This design comes from an exercise in tuning for small area, a short achievable clock period and few clock cycles on the open sky130 flow, not from production work. Only simulation tests tie the RTL to the original design; equivalence was not proved. Power figures rest on the tool's default switching activity, not on a simulated workload.

<file path="flow/run.sh">
#!/bin/bash
# synth_recipe.tcl (not shown) runs the flow's synth.tcl, then flattens the netlist and writes it again
# the make line also repeats each setting of config.mk as NAME=value (left out here)
make -C /OpenROAD-flow-scripts/flow DESIGN_CONFIG=/design/flow/config.mk WORK_HOME=/design/flow/orfs CLKGATE_MAP_FILE= SYNTH_SCRIPT=/design/flow/synth_recipe.tcl finish
</file>
<file path="flow/config.mk">
export PLATFORM = sky130hd
export DESIGN_NAME = tiny_riscv_processor
export DESIGN_NICKNAME = tiny_riscv_processor
export VERILOG_FILES = /design/flow/design.v
export SDC_FILE = /design/flow/constraint.sdc
export NUM_CORES = 4
export LEC_CHECK = 0
export CAP_MARGIN = 20
export CORE_MARGIN = 2
export CORE_UTILIZATION = 40
export SLEW_MARGIN = 20
</file>
<file path="flow/constraint.sdc">
create_clock -name core_clock -period 10.0 [get_ports {i_Clk}]
set_input_delay 2.0000 -clock core_clock [delete_from_list [all_inputs] [get_ports {i_Clk}]]
set_output_delay 2.0000 -clock core_clock [all_outputs]
set_load 0.01 [all_outputs]
</file>
<file path="flow/design.v">
`default_nettype none
module tiny_riscv_processor(
    input wire i_Clk,
    input wire i_Rst_N,
    output wire [31:0] o_mem_addr,
    input wire [31:0] i_mem_data,
    output wire o_read_strobe,
    output wire [31:0] o_mem_write_data,
    output wire [3:0]  o_mem_write_mask
);
    function [31:0] rev(input [31:0] in);
        integer k;
        begin
            for (k = 0; k < 32; k = k + 1) rev[k] = in[31-k];
        end
    endfunction
    reg [29:0] pc_f;         
    reg        a_v;          
    reg [31:0] ir;           
    reg        ir_v;
    reg [29:0] pc_d;         
    reg        e_v;
    reg [31:0] e_a, e_b, e_t;
    reg [4:0]  e_rd;
    reg        e_wen;        
    reg        e_ldw;        
    reg        e_ld, e_st, e_br, e_jalr, e_link, e_pred;
    reg [2:0]  e_f3;
    reg        e_sub, e_sra;
    reg [1:0]  dA, dB;       
    reg        m_ld, m_st;
    reg [29:0] m_addr;
    reg [31:0] m_wdata;
    reg [3:0]  m_mask;
    reg [4:0]  m_rd;
    reg        m_wen;
    reg [2:0]  m_f3;
    reg [1:0]  m_lo;
    reg        w_v;
    reg [4:0]  w_rd;
    reg [2:0]  w_f3;
    reg [1:0]  w_lo;
    reg        l_v;
    reg [4:0]  l_rd;
    reg [31:0] l_val;
    reg [31:0] rf [1:31];
    wire m_busy = m_ld | m_st;
    assign o_mem_addr       = {m_busy ? m_addr : pc_f, 2'b00};
    assign o_read_strobe    = ~m_st;
    assign o_mem_write_data = m_wdata;
    assign o_mem_write_mask = m_mask;
    wire [31:0] w_sh = i_mem_data >> {w_lo, 3'b000};
    reg  [31:0] w_data;
    always @(*) begin
        case (w_f3[1:0])
            2'b00:   w_data = {{24{w_sh[7]  & ~w_f3[2]}}, w_sh[7:0]};
            2'b01:   w_data = {{16{w_sh[15] & ~w_f3[2]}}, w_sh[15:0]};
            default: w_data = w_sh;
        endcase
    end
    wire e_dep    = (dA != 2'd0) | (dB != 2'd0);
    wire e_wr_req = e_v & e_wen & ~e_dep;
    wire e_hold   = e_v & (e_dep | (l_v & w_v & e_wen));
    wire e_exec   = e_v & ~e_hold;
    wire e_wr_now = e_exec & e_wen;
    wire [31:0] e_bx  = e_b ^ {32{e_sub}};
    wire [32:0] e_sum = {1'b0, e_a} + {1'b0, e_bx} + {32'd0, e_sub};
    wire e_ltu = ~e_sum[32];
    wire e_lt  = (e_a[31] ^ e_b[31]) ? e_a[31] : e_sum[31];
    wire e_eq  = (e_a == e_b);
    wire        e_left  = (e_f3 == 3'b001);
    wire [31:0] e_shin  = e_left ? rev(e_a) : e_a;
    wire [32:0] e_sht   = $signed({e_sra & e_a[31], e_shin}) >>> e_b[4:0];
    wire [31:0] e_shr   = e_sht[31:0];
    reg [31:0] e_alu;
    always @(*) begin
        case (e_f3)
            3'b000: e_alu = e_sum[31:0];
            3'b001: e_alu = rev(e_shr);
            3'b010: e_alu = {31'd0, e_lt};
            3'b011: e_alu = {31'd0, e_ltu};
            3'b100: e_alu = e_a ^ e_b;
            3'b101: e_alu = e_shr;
            3'b110: e_alu = e_a | e_b;
            3'b111: e_alu = e_a & e_b;
        endcase
    end
    wire [31:0] e_res = e_link ? e_t : e_alu;
    reg e_taken;
    always @(*) begin
        case (e_f3)
            3'b000:  e_taken = e_eq;
            3'b001:  e_taken = ~e_eq;
            3'b100:  e_taken = e_lt;
            3'b101:  e_taken = ~e_lt;
            3'b110:  e_taken = e_ltu;
            3'b111:  e_taken = ~e_ltu;
            default: e_taken = 1'b0;
        endcase
    end
    wire        e_redir = e_exec & (e_jalr | (e_br & (e_taken ^ e_pred)));
    wire [29:0] e_tgt   = e_jalr ? e_sum[31:2] : e_t[31:2];
    reg [31:0] e_wdata;
    reg [3:0]  e_mask;
    always @(*) begin
        case (e_f3[1:0])
            2'b00: begin
                e_wdata = {4{e_t[7:0]}};
                e_mask  = 4'b0001 << e_sum[1:0];
            end
            2'b01: begin
                e_wdata = {2{e_t[15:0]}};
                e_mask  = e_sum[1] ? 4'b1100 : 4'b0011;
            end
            default: begin
                e_wdata = e_t;
                e_mask  = 4'b1111;
            end
        endcase
    end
    wire l_write_now = l_v & ~e_wr_now;
    wire w_keep = w_v & ~(e_wr_now & (e_rd == w_rd));
    wire l_keep = l_v & ~l_write_now & ~(e_wr_now & (e_rd == l_rd));
    wire [31:0] d_ins = ir_v ? ir : i_mem_data;
    wire        d_val = ir_v | a_v;
    wire [4:0] d_op = d_ins[6:2];
    wire d_lui   = d_op == 5'b01101;
    wire d_auipc = d_op == 5'b00101;
    wire d_jal   = d_op == 5'b11011;
    wire d_jalr  = d_op == 5'b11001;
    wire d_br    = d_op == 5'b11000;
    wire d_ld    = d_op == 5'b00000;
    wire d_st    = d_op == 5'b01000;
    wire d_alui  = d_op == 5'b00100;
    wire d_alur  = d_op == 5'b01100;
    wire d_sys   = d_op == 5'b11100;
    wire [2:0] d_f3 = d_ins[14:12];
    wire [4:0] d_rs1 = d_ins[19:15];
    wire [4:0] d_rs2 = d_ins[24:20];
    wire [4:0] d_rd  = d_ins[11:7];
    wire d_rd_nz = (d_rd != 5'd0);
    wire [31:0] d_immI = {{20{d_ins[31]}}, d_ins[31:20]};
    wire [31:0] d_immS = {{20{d_ins[31]}}, d_ins[31:25], d_ins[11:7]};
    wire [31:0] d_immB = {{19{d_ins[31]}}, d_ins[31], d_ins[7], d_ins[30:25], d_ins[11:8], 1'b0};
    wire [31:0] d_immJ = {{11{d_ins[31]}}, d_ins[31], d_ins[19:12], d_ins[20], d_ins[30:21], 1'b0};
    wire [31:0] d_immU = {d_ins[31:12], 12'd0};
    wire [29:0] d_off    = d_sys ? 30'd0 : d_jal ? d_immJ[31:2] : d_immB[31:2];
    wire [29:0] d_target = pc_d + d_off;
    wire [29:0] d_pc4    = pc_d + 30'd1;
    wire        d_pred   = d_br & d_ins[31];
    wire d_use1 = d_alur | d_alui | d_ld | d_st | d_br | d_jalr;
    wire d_use2 = d_alur | d_st | d_br;
    wire [31:0] rf_a = (d_rs1 == 5'd0) ? 32'd0 : rf[d_rs1];
    wire [31:0] rf_b = (d_rs2 == 5'd0) ? 32'd0 : rf[d_rs2];
    wire eA = e_wr_now & (e_rd == d_rs1);
    wire eB = e_wr_now & (e_rd == d_rs2);
    wire [31:0] d_a = eA ? e_res :
                      (w_v & (w_rd == d_rs1)) ? w_data :
                      (l_v & (l_rd == d_rs1)) ? l_val : rf_a;
    wire [31:0] d_b = eB ? e_res :
                      (w_v & (w_rd == d_rs2)) ? w_data :
                      (l_v & (l_rd == d_rs2)) ? l_val : rf_b;
    wire eLA = e_exec & e_ldw & (e_rd == d_rs1);
    wire eLB = e_exec & e_ldw & (e_rd == d_rs2);
    wire mA  = m_ld & m_wen & (m_rd == d_rs1);
    wire mB  = m_ld & m_wen & (m_rd == d_rs2);
    wire [1:0] d_dA = ~d_use1 ? 2'd0 : eLA ? 2'd2 : (~eA & mA) ? 2'd1 : 2'd0;
    wire [1:0] d_dB = ~d_use2 ? 2'd0 : eLB ? 2'd2 : (~eB & mB) ? 2'd1 : 2'd0;
    wire d_redir = d_val & ~e_hold & ~e_redir & (d_jal | d_sys | d_pred);
    wire drop    = a_v & ir_v & e_hold;
    always @(posedge i_Clk) begin
        if (i_Rst_N) begin
            if (e_wr_now)
                rf[e_rd] <= e_res;
            else if (l_v)
                rf[l_rd] <= l_val;
        end
    end
    always @(posedge i_Clk) begin
        if (!i_Rst_N) begin
            pc_f  <= 30'd0;
            pc_d  <= 30'd0;
            a_v   <= 1'b0;
            ir_v  <= 1'b0;
            e_v   <= 1'b0;
            dA    <= 2'd0;
            dB    <= 2'd0;
            m_ld  <= 1'b0;
            m_st  <= 1'b0;
            m_mask <= 4'd0;
            w_v   <= 1'b0;
            l_v   <= 1'b0;
        end else begin
            if (e_redir) begin
                pc_f <= e_tgt;
                a_v  <= 1'b0;
            end else if (d_redir) begin
                pc_f <= d_target;
                a_v  <= 1'b0;
            end else if (drop) begin
                pc_f <= d_pc4;
                a_v  <= 1'b0;
            end else if (!m_busy) begin
                pc_f <= pc_f + 30'd1;
                a_v  <= 1'b1;
            end else begin
                a_v  <= 1'b0;
            end
            if (e_redir) begin
                ir_v <= 1'b0;
                pc_d <= e_tgt;
            end else if (d_redir) begin
                ir_v <= 1'b0;
                pc_d <= d_target;
            end else if (!e_hold) begin
                if (d_val)
                    pc_d <= d_pc4;
                if (ir_v & a_v)
                    ir <= i_mem_data;
                else
                    ir_v <= 1'b0;
            end else begin
                if (!ir_v & a_v) begin
                    ir   <= i_mem_data;
                    ir_v <= 1'b1;
                end
            end
            if (e_hold) begin
                if (dA == 2'd1) e_a <= w_data;
                if (dB == 2'd1) begin
                    if (e_st) e_t <= w_data;
                    else      e_b <= w_data;
                end
                if (dA != 2'd0) dA <= dA - 2'd1;
                if (dB != 2'd0) dB <= dB - 2'd1;
            end else begin
                e_v    <= d_val & ~e_redir;
                e_a    <= d_lui ? 32'd0 : d_auipc ? {pc_d, 2'b00} : d_a;
                e_b    <= (d_alur | d_br) ? d_b :
                          d_st ? d_immS :
                          (d_lui | d_auipc) ? d_immU : d_immI;
                e_t    <= d_st ? d_b :
                          (d_jal | d_jalr | d_pred) ? {d_pc4, 2'b00} : {d_target, 2'b00};
                e_rd   <= d_rd;
                e_wen  <= d_rd_nz & (d_alur | d_alui | d_lui | d_auipc | d_jal | d_jalr);
                e_ldw  <= d_rd_nz & d_ld;
                e_ld   <= d_ld;
                e_st   <= d_st;
                e_br   <= d_br;
                e_jalr <= d_jalr;
                e_link <= d_jal | d_jalr;
                e_pred <= d_pred;
                e_f3   <= (d_lui | d_auipc) ? 3'b000 : d_f3;
                e_sub  <= d_br | ((d_alur | d_alui) & (d_f3[2:1] == 2'b01)) |
                          (d_alur & (d_f3 == 3'b000) & d_ins[30]);
                e_sra  <= d_ins[30];
                dA     <= (d_val & ~e_redir) ? d_dA : 2'd0;
                dB     <= (d_val & ~e_redir) ? d_dB : 2'd0;
            end
            m_ld <= e_exec & e_ld;
            m_st <= e_exec & e_st;
            m_mask <= (e_exec & e_st) ? e_mask : 4'd0;
            m_addr <= e_sum[31:2];
            m_lo   <= e_sum[1:0];
            m_wdata <= e_wdata;
            m_rd   <= e_rd;
            m_wen  <= e_ldw;
            m_f3   <= e_f3;
            w_v  <= m_ld & m_wen & ~(e_wr_now & (e_rd == m_rd));
            w_rd <= m_rd;
            w_f3 <= m_f3;
            w_lo <= m_lo;
            if (w_keep) begin
                l_v   <= 1'b1;
                l_rd  <= w_rd;
                l_val <= w_data;
            end else begin
                l_v <= l_keep;
            end
        end
    end
endmodule
</file>
==> results of run 1 <==
synth_stat cells, drive strengths merged, types with 11 or more instances:
cell	n	area, um^2
a211oi	102	766
a21boi	15	113
a21o	53	398
a21oi	261	1310
a221oi	27	243
a22oi	17	133
a311oi	387	3390
a31oi	119	744
and2	29	181
and3	160	1000
buf	346	1680
clkbuf	322	1210
dfxtp	75	1500
edfxtp	1256	37700
ha	131	1640
inv	111	417
mux2	67	758
mux2i	161	1620
mux4	54	1220
nand2	2319	8700
nand2b	15	93.8
nand3	838	4190
nand4	30	188
nor2	393	1480
nor2b	30	188
nor3	40	200
nor4	19	125
o211ai	73	548
o21a	24	180
o21ai	304	1540
o21bai	12	90.1
o221a	11	124
o221ai	31	278
o22ai	28	175
o31ai	12	104
or2	16	100
or3	12	75.1
xnor2	115	1010
xor2	87	762
sequential cells by signal (all words and copies together), names as in the netlist, 4 cells and up:
| name | flops |
|---|---|
| l_rd | 5 |
| e_b | 32 |
| m_addr | 30 |
| l_val | 32 |
| pc_d | 30 |
| ir | 30 |
| e_a | 32 |
| pc_f | 30 |
| e_t | 32 |
| m_mask | 4 |
| w_rd | 5 |
| m_rd | 5 |
| rf | 992 |
| m_wdata | 32 |
| e_rd | 5 |
power groups by stage:
stage / clock, uW / sequential [uW] / combinational (uW)
after floorplan: 0 / 6670 / 1680
after global placement: 0 / 6830 / 2850
after detailed placement: 0 / 6830 / 2870
after CTS: 5390 / 6710 / 2880
after global routing: 5620 / 6720 / 3130
final: 5360 / 6720 / 2990
routing by layer:
metal / vias up / routed length [um] / GRT usage [%]
li1: 29600 / - / -
met4: 18 / 24200 / 20.3
met5: - / 114 / 0
met2: 4879 / 143000 / 48.7
met3: 1057 / 37500 / 6.99
met1: 33400 / 120000 / 40.9
area by class of cell:
class                      count  area [um^2]
timing repair buffer         310         2900
sequential                  1331        39200
tap                         2526         3160
antenna                        3         7.51
inverter                     114          428
fill                       17800       106000
clock buffer                 189         4040
clock inverter                85          634
multi-input combinational   6107        35400
layout by cell type (no fill, tap or decap), types with 108 or more instances in the layout:
master	netlist	layout
a31oi_1	119	117
mux2i_1	160	150
edfxtp_1	1256	1256
xnor2_1	115	115
and3_1	160	159
buf_4	13	183
nand3_1	838	835
inv_1	108	108
a21oi_1	261	254
o21ai_0	291	286
nor2_1	392	347
clkbuf_16	0	155
nand2_1	2319	2308
ha_1	131	131
a311oi_1	387	387
worst paths after layout:
check / from / end / slack (ps) / cells after the start
hold reg to reg: m_lo[1]$_DFFE_PP_ / w_lo[1]$_DFFE_PP_ / 420 / 0
hold / removal: m_lo[1]$_DFFE_PP_ / w_lo[1]$_DFFE_PP_ / 420 / 0
setup / recovery: i_mem_data[5] / e_t[31]$_DFFE_PP_ / 3210 / 22
setup reg to reg: e_sub$_DFFE_PP_ / rf[31][28]$_DFFE_PP_ / 3290 / 14
cells by family after synthesis:
logic type,Yosys count
DFF,1331
adders and majority gates,133
and+or+nand+nor,3922
buffers and inverters,782
other,1
AOI/OAI and AO/OA,1566
muxes,282
xor gates and xnor gates,202
per-stage QoR:
stage / worst slack, ps / util [%] / power [uW]
after detailed placement: 2500 / 42.2 / 9690
after CTS: 3160 / 44.6 / 15000
after floorplan: 3830 / - / 8350
final: 3210 / 44.6 / 15100
after global placement: 2470 / 42.1 / 9680
after global routing: 2790 / 44.6 / 15500
worst register-to-register path: cells and delay by family (launching register included):
kind	cells	cell delay (ps)
AND/OR/NAND/NOR	3	1070
adder cells (fa/ha/maj)	1	470
buffers and inverters	1	520
XOR/XNOR	2	950
AO/OA/AOI/OAI	7	2310
flip-flops	1	960
==> results.json, run 1 <==
{
  "fin_crit_sh_pct": 67.9,
  "status": "finished clean",
  "crit_top_cell": "a21oi_1",
  "viasPerCell": 6.47,
  "ys_seq_area_share_pct": 50.8,
  "hp-class": "flop to flop",
  "path_cells": "clkdlybuf4s50_1, or3b_1, and2_1, or3_1, inv_2, and2_1, or2_2, nor2_1, a21oi_1, inv_1, ha_1, a21oi_1, a2bb2oi_1, a21oi_1, a31o_2, a41oi_1, o21a_1, o21ai_0, a21oi_1, xnor2_1, o211ai_1, a31oi_1",
  "synth_top_family_by_area": "simple AND/OR/NAND/NOR gates",
  "die_w_um": 443,
  "hold_viol_final": 0,
  "setup-tns-final_ps": 0,
  "pwr-share-seq_pct": 44.6,
  "drt-initial-drc-count": 11200,
  "synth-edff-count": 1256,
  "ys_ff_latch": 1331,
  "synthArstFlopShare_pct": 0,
  "ys.flop_type": "edfxtp_1",
  "instances_no_fill": 10700,
  "numCtsBuffers": 152,
  "wl_per_cell_um": 30.4,
  "core_area_um2": 192000,
  "skew_ps": 73.1,
  "maxSlewViolCount": 0,
  "rsz0062_at_grt": "no",
  "swShare_pct": 31.6,
  "ys_warn_count": 1,
  "max_freq_mhz": 147,
  "dpl_cell_area_um2": 81000,
  "worst_pin_slew_ps": 1280,
  "crit_family": "compound AO/OA/AOI/OAI gates",
  "cp_data_required_time_ps": 10510,
  "synth.distinct_cells": 85,
  "combPwrFrac_pct": 19.8,
  "grt_usage_pct": 31.9,
  "globalplace.congestion": 1.05,
  "grt-ovfl-total": 0,
  "place_inst": 10400,
  "finalSetupViolations": 0,
  "grt_pass1_vias": 63700,
  "cp.arrival_ps": 7310,
  "drtAntennaViolNets": 0,
  "path_max_fanout": 11,
  "cts.reportedPaths.clkPinSlew_ps": 60,
  "crit_slowest_cell": "clkdlybuf4s50_1",
  "synth-simple-area-share_pct": 21.6,
  "initial_utilization_pct": 40.2,
  "cts_tree": "done",
  "grt_start_max_net_pins": 142,
  "vias": 69000,
  "htree_num_levels": 4,
  "clock-sinks": 1331,
  "cellLeakagePower_uw": 0.0310,
  "synth_xor_area_share_pct": 2.29,
  "cts_resized": 0,
  "syn_inst": 8219,
  "final_cell_area_um2": 85800,
  "drive_above_1_share_pct": 8.25,
  "antenna_found_initial": 16,
  "dieHeight_um": 443,
  "dieArea_um2": 197000,
  "period_needed_ps": 6790,
  "syn_to_final_growth_pct": 11.0,
  "drc": 0,
  "synth_compound_area_share_pct": 14.2,
  "numPortBuffers": 100,
  "whs_ps": 418,
  "crit_type": "input port to flop",
  "irDropWorstVdd_v": 0.000138,
  "crit_path_start_kind": "input port",
  "clockBufferDepth": 3,
  "finalNetCount": 8183,
  "num_io_pins": 103,
  "dr.pass1.iters": 10,
  "netlist_area_um2": 77300,
  "max_cap_violations": 0,
  "slew_headroom_pct": 12.3,
  "insertion_delay_ps": 830,
  "avgSynthCellArea_um2": 9.40,
  "rows": 161,
  "cts_root_buf": "clkbuf_16",
  "grt_pass1_wl_um": 460000,
  "power_switching_uw": 4760,
  "power.density_nw_per_um2": 176,
  "p_int_uw": 10300,
  "yosys.area_share.adder_pct": 2.17,
  "endpoint_kind": "flop",
  "synthMuxAreaShare_pct": 4.66,
  "max_stage_delay_ps": 520,
  "holdBufCountCts": 0,
  "cts_setup_buffers": 0,
  "critPathBufInv": 3,
  "clockPowerShare_pct": 35.6,
  "place.detailed.hpwl_um": 203000,
  "routed_wl_um": 324000
}
Testbench counts, summed over its fixed seeds: cycles 32,341.
==> run 2, diff against run 1 <==
--- a/flow/design.v
+++ b/flow/design.v
@@ -18,4 +18,2 @@
     reg        a_v;          
-    reg [31:0] ir;           
-    reg        ir_v;
     reg [29:0] pc_d;         
@@ -26,5 +24,6 @@
     reg        e_ldw;        
-    reg        e_ld, e_st, e_br, e_jalr, e_link, e_pred;
+    reg        e_ld, e_st, e_br, e_jalr, e_pred;
     reg [2:0]  e_f3;
     reg        e_sub, e_sra;
+    reg [8:0]  e_sel;        
     reg [1:0]  dA, dB;       
@@ -66,3 +65,4 @@
     wire [31:0] e_bx  = e_b ^ {32{e_sub}};
-    wire [32:0] e_sum = {1'b0, e_a} + {1'b0, e_bx} + {32'd0, e_sub};
+    wire [33:0] e_sum1 = {1'b0, e_a, 1'b1} + {1'b0, e_bx, e_sub};
+    wire [32:0] e_sum  = e_sum1[33:1];
     wire e_ltu = ~e_sum[32];
@@ -70,3 +70,3 @@
     wire e_eq  = (e_a == e_b);
-    wire        e_left  = (e_f3 == 3'b001);
+    wire        e_left  = e_sel[1];
     wire [31:0] e_shin  = e_left ? rev(e_a) : e_a;
@@ -74,16 +74,11 @@
     wire [31:0] e_shr   = e_sht[31:0];
-    reg [31:0] e_alu;
-    always @(*) begin
-        case (e_f3)
-            3'b000: e_alu = e_sum[31:0];
-            3'b001: e_alu = rev(e_shr);
-            3'b010: e_alu = {31'd0, e_lt};
-            3'b011: e_alu = {31'd0, e_ltu};
-            3'b100: e_alu = e_a ^ e_b;
-            3'b101: e_alu = e_shr;
-            3'b110: e_alu = e_a | e_b;
-            3'b111: e_alu = e_a & e_b;
-        endcase
-    end
-    wire [31:0] e_res = e_link ? e_t : e_alu;
+    wire [31:0] e_res = ({32{e_sel[0]}} & e_sum[31:0]) |
+                        ({32{e_sel[1]}} & rev(e_shr)) |
+                        {31'd0, e_sel[2] & e_lt} |
+                        {31'd0, e_sel[3] & e_ltu} |
+                        ({32{e_sel[4]}} & (e_a ^ e_b)) |
+                        ({32{e_sel[5]}} & e_shr) |
+                        ({32{e_sel[6]}} & (e_a | e_b)) |
+                        ({32{e_sel[7]}} & (e_a & e_b)) |
+                        ({32{e_sel[8]}} & e_t);
     reg e_taken;
@@ -123,4 +118,4 @@
     wire l_keep = l_v & ~l_write_now & ~(e_wr_now & (e_rd == l_rd));
-    wire [31:0] d_ins = ir_v ? ir : i_mem_data;
-    wire        d_val = ir_v | a_v;
+    wire [31:0] d_ins = i_mem_data;
+    wire        d_val = a_v;
     wire [4:0] d_op = d_ins[6:2];
@@ -146,4 +141,5 @@
     wire [31:0] d_immU = {d_ins[31:12], 12'd0};
-    wire [29:0] d_off    = d_sys ? 30'd0 : d_jal ? d_immJ[31:2] : d_immB[31:2];
-    wire [29:0] d_target = pc_d + d_off;
+    wire [29:0] d_tgtB   = pc_d + d_immB[31:2];
+    wire [29:0] d_tgtJ   = pc_d + d_immJ[31:2];
+    wire [29:0] d_target = d_sys ? pc_d : d_jal ? d_tgtJ : d_tgtB;
     wire [29:0] d_pc4    = pc_d + 30'd1;
@@ -152,4 +148,12 @@
     wire d_use2 = d_alur | d_st | d_br;
-    wire [31:0] rf_a = (d_rs1 == 5'd0) ? 32'd0 : rf[d_rs1];
-    wire [31:0] rf_b = (d_rs2 == 5'd0) ? 32'd0 : rf[d_rs2];
+    reg [31:0] rf_a, rf_b;
+    integer r;
+    always @(*) begin
+        rf_a = 32'd0;
+        rf_b = 32'd0;
+        for (r = 1; r < 32; r = r + 1) begin
+            rf_a = rf_a | (rf[r] & {32{d_rs1 == r[4:0]}});
+            rf_b = rf_b | (rf[r] & {32{d_rs2 == r[4:0]}});
+        end
+    end
     wire eA = e_wr_now & (e_rd == d_rs1);
@@ -169,3 +173,3 @@
     wire d_redir = d_val & ~e_hold & ~e_redir & (d_jal | d_sys | d_pred);
-    wire drop    = a_v & ir_v & e_hold;
+    wire drop    = a_v & e_hold;
     always @(posedge i_Clk) begin
@@ -183,3 +187,2 @@
             a_v   <= 1'b0;
-            ir_v  <= 1'b0;
             e_v   <= 1'b0;
@@ -200,3 +203,3 @@
             end else if (drop) begin
-                pc_f <= d_pc4;
+                pc_f <= pc_d;
                 a_v  <= 1'b0;
@@ -208,21 +211,8 @@
             end
-            if (e_redir) begin
-                ir_v <= 1'b0;
+            if (e_redir)
                 pc_d <= e_tgt;
-            end else if (d_redir) begin
-                ir_v <= 1'b0;
+            else if (d_redir)
                 pc_d <= d_target;
-            end else if (!e_hold) begin
-                if (d_val)
-                    pc_d <= d_pc4;
-                if (ir_v & a_v)
-                    ir <= i_mem_data;
-                else
-                    ir_v <= 1'b0;
-            end else begin
-                if (!ir_v & a_v) begin
-                    ir   <= i_mem_data;
-                    ir_v <= 1'b1;
-                end
-            end
+            else if (d_val & ~e_hold)
+                pc_d <= d_pc4;
             if (e_hold) begin
@@ -250,3 +240,5 @@
                 e_jalr <= d_jalr;
-                e_link <= d_jal | d_jalr;
+                e_sel  <= {d_jal | d_jalr,
+                           {8{d_alur | d_alui}} & (8'd1 << d_f3)} |
+                          {8'd0, d_lui | d_auipc};
                 e_pred <= d_pred;
--- a/flow/config.mk
+++ b/flow/config.mk
@@ -7,2 +7,3 @@
 export LEC_CHECK = 0
+export ABC_CLOCK_PERIOD_IN_PS = 4000
 export CAP_MARGIN = 20
@@ -10,2 +11,3 @@
 export CORE_UTILIZATION = 40
+export SETUP_SLACK_MARGIN = 5
 export SLEW_MARGIN = 20
==> run 2 against run 1 <==
Net effect:
- flip-flop and latch count decreased by 23
- final area decreased by 4.5%
- hold slack got worse by 14 ps
- sequential power increased by 1%
- worst setup slack improved by 1600 ps
- largest cell class unchanged
- still clean on timing, DRC and antenna
- clock-buffer cell count decreased by 20
- die area decreased by 9.8%
- synthesized area decreased by 9.9%
- maximum frequency increased by 31%
- synthesized cell count decreased by 25%
==> results.json, run 2 <==
{
  "viasPerCell": 7.48,
  "critPathBufInv": 3,
  "drtAntennaViolNets": 0,
  "ys.flop_type": "edfxtp_1",
  "initial_utilization_pct": 40.1,
  "yosysTopAreaCell": "edfxtp_1",
  "ys_ff_latch": 1308,
  "crit_family": "compound AO/OA/AOI/OAI gates",
  "max_stage_delay_ps": 700,
  "r2r-end": "rf[3][3]$_DFFE_PP_",
  "path_max_fanout": 20,
  "drc": 0,
  "htree_num_levels": 4,
  "maxSlewViolCount": 0,
  "place_inst": 8329,
  "numPortBuffers": 100,
  "synth_top_area_share_pct": 53.2,
  "antenna_found_initial": 18,
  "dieArea_um2": 177000,
  "irDropWorstVdd_v": 0.000148,
  "wl_per_cell_um": 43.2,
  "status": "finished clean",
  "grt_start_max_net_pins": 59,
  "worst_pin_slew_ps": 1240,
  "largest_reg_flops": 992,
  "synthArstFlopShare_pct": 0,
  "grt_pass1_wl_um": 504000,
  "globalplace.congestion": 1.04,
  "max_cap_violations": 0,
  "cts.reportedPaths.clkPinSlew_ps": 60,
  "reg2reg_slack_ps": 5060,
  "instances_no_fill": 8712,
  "die_w_um": 421,
  "syn_inst": 6164,
  "yosysMostFrequentCell": "edfxtp_1",
  "path_cells": "clkdlybuf4s50_1, buf_8, and2_1, and2_4, buf_4, a222oi_1, nand3_1, nor3_1, a31oi_1, a211oi_2, nor2_1, a221oi_1, nor2_1",
  "drt-initial-drc-count": 15500,
  "rsz0062_at_grt": "yes",
  "crit_type": "input port to flop",
  "finalSetupViolations": 0,
  "max_freq_mhz": 193,
  "rr_startpoint": "e_sel[1]$_DFFE_PP_",
  "cts_root_buf": "clkbuf_16",
  "fillers": 15800,
  "power.density_nw_per_um2": 195,
  "period_needed_ps": 5180,
  "synth-edff-count": 1234,
  "cp.arrival_ps": 5710,
  "insertion_delay_ps": 840,
  "grt-ovfl-total": 0,
  "whs_ps": 404,
  "holdPathStages": 0,
  "final_common_cell": "edfxtp_1",
  "setup-tns-final_ps": 0,
  "slew_headroom_pct": 16.8,
  "ys_warn_count": 1,
  "ff2ff_path_depth": 7,
  "clock-sinks": 1308,
  "rows": 153,
  "fin_crit_sh_pct": 51.8,
  "dieHeight_um": 421,
  "grt_pass1_vias": 59500,
  "crit_top_cell": "nor2_1",
  "drive_above_1_share_pct": 16.2,
  "skew_ps": 83.7,
  "place.detailed.hpwl_um": 235000,
  "dr.pass1.iters": 13,
  "avgSynthCellArea_um2": 11.3,
  "core_area_um2": 173000,
  "final_cell_mix": "edfxtp_1 (1234), a22oi_1 (817), nand2_1 (477), nor2_1 (354)",
  "whs_endpoint": "w_f3[1]$_DFFE_PP_",
  "hp-class": "flop to flop",
  "min_from": "m_f3[1]$_DFFE_PP_",
  "numCtsBuffers": 144,
  "hold_viol_final": 0,
  "synth_top_cells_by_count": "edfxtp_1 (1234), a22oi_1 (817), nand2_1 (484), clkbuf_1 (416), nor2_1 (404)",
  "finalNetCount": 6419,
  "ys_seq_area_share_pct": 55.4,
  "cts_tree": "done",
  "crit_path_start_kind": "input port",
  "num_io_pins": 103,
  "cp_data_required_time_ps": 10530,
  "cellLeakagePower_uw": 0.0286,
  "crit_slowest_cell": "a222oi_1",
  "vias": 65200,
  "top_register": "rf",
  "endpoint_kind": "flop",
  "clockBufferDepth": 3,
  "routed_wl_um": 377000,
  "ys_top_cells_by_area": "edfxtp_1 (53%), a22oi_1 (8.8%), nand2_1 (2.6%)",
  "grt_usage_pct": 40.7,
  "syn_to_final_growth_pct": 17.6,
  "synth.distinct_cells": 95,
  "netlist_area_um2": 69600
}
## run 2: cell count changes after synthesis, moves of 49 or more
cell      change
o21ai_0     -111
a311oi_1    -378
nand2_1    -1835
a221oi_1     +52
a31oi_1      -65
nor3_1       +53
mux2i_1      -78
and2_1       +50
clkbuf_1     +94
a22oi_1     +801
nand4_1      +49
a222oi_1     +65
buf_2       -211
nand3_1     -634
## run 2: logic make-up (layout without fill, tap and decap cells)
logic type                 Yosys count  after routing  share of synthesized area (%)
AOI/OAI and AO/OA                 2037           2038                           20.9
other                                1             13                        0.00539
adders and majority gates          132            132                           2.38
xor gates and xnor gates           188            188                           2.37
buffers and inverters              642            848                           3.56
muxes                              208            208                           4.14
and+or+nand+nor                   1648           1652                           11.2
DFF                               1308           1308                           55.4
## run 2: through the flow
step                      utilization [%]  worst slack, ps  power [uW]  cell area (um^2)
after floorplan                         -             4690        8420             69800
after global placement               42.8             2270        9990             74200
after detailed placement             42.9             2900       10000             74300
after CTS                            46.6             5000       15700             80800
after global routing                 47.2             4870       16200             81900
final                                47.2             4820       16000             81900
## run 2: routing by layer
layer	part of all wire, %	track usage [%]	vias to the layer above
li1	-	-	24600
met5	0.10	0.672	-
met4	11	33.0	26
met2	40	57.5	7113
met3	16	16.5	2182
met1	33	48.6	31300
## run 2: report_power, final
part           switching, uW  internal [uW]  total [uW]  leakage (uW)
sequential               378           6430        6800        0.0118
combinational           2340           1140        3480        0.0144
clock                   2430           3270        5700       0.00245
total                   5140          10800       16000        0.0286
## run 2: worst register-to-register path, cell delays in order (launching register included)
cell,delay [ps]
edfxtp_1,320
buf_4,670
clkinv_1,730
mux4_2,500
mux4_2,490
mux4_2,560
o21ai_1,600
mux2_2,750
## run 2: layout make-up
cell class / count / area, um^2 / area share (%)
antenna: 11 / 27.5 / 0.0336
inverter: 137 / 519 / 0.634
multi-input combinational: 4220 / 30700 / 37.5
clock buffer: 169 / 3740 / 4.57
timing repair buffer: 442 / 4140 / 5.06
sequential: 1308 / 38500 / 47.1
tap: 2325 / 2910 / 3.55
clock inverter: 100 / 1280 / 1.57
## run 2: timing repair
item	in CTS	in global routing
buffers inserted	61	35
endpoints found under the hold margin	0	0
hold buffers	0	0
cloned	4	2
resized for setup	238	138
pin swaps	42	68
setup endpoints to repair	659	220
## run 2: how the worst max path moves through the flow
stage	from	endpoint	slack, ps	depth (start not counted)
2_1_floorplan	i_mem_data[5]	e_t[30]$_DFFE_PP_	4690	18
4_1_cts	i_mem_data[17]	e_a[21]$_DFFE_PP_	5000	14
6_report	i_mem_data[23]	e_b[14]$_DFFE_PP_	4820	13
3_5_place_dp	i_mem_data[5]	e_t[27]$_DFFE_PP_	2900	16
5_1_grt	i_mem_data[20]	e_b[14]$_DFFE_PP_	4870	13
3_3_place_gp	i_mem_data[5]	e_t[29]$_DFFE_PP_	2270	16
Testbench counts of run 2, summed over its fixed seeds: cycles 32,349.

separate check: timing with driven ports:
Ports are ideal in the flow. The routed layouts listed here were re-timed in OpenROAD.
Step 1 sets driving cells, clkbuf_16 on the clock port and buf_2 on the other inputs (assumed; they add their load-dependent delay and slew).
Step 2 adds t to the input delays and takes it off the output delays; t is the mean of the earliest and latest rising clock arrival at the registers after step 1. Input paths then give back, and output paths get back, about the clock's delay inside the block.
Three values: ideal, step 1, step 2; two values: the first two.
run	t (ns)	setup slack, ns	worst slew at a driven data input, ns	cell pins on the clock port's net
run 1	0.877	3.205 / 3.264 / 2.386	0.04	1
run 2	0.889	4.815 / 4.885 / 3.996	0.07	1
After both steps setup and hold are still met in every run listed.
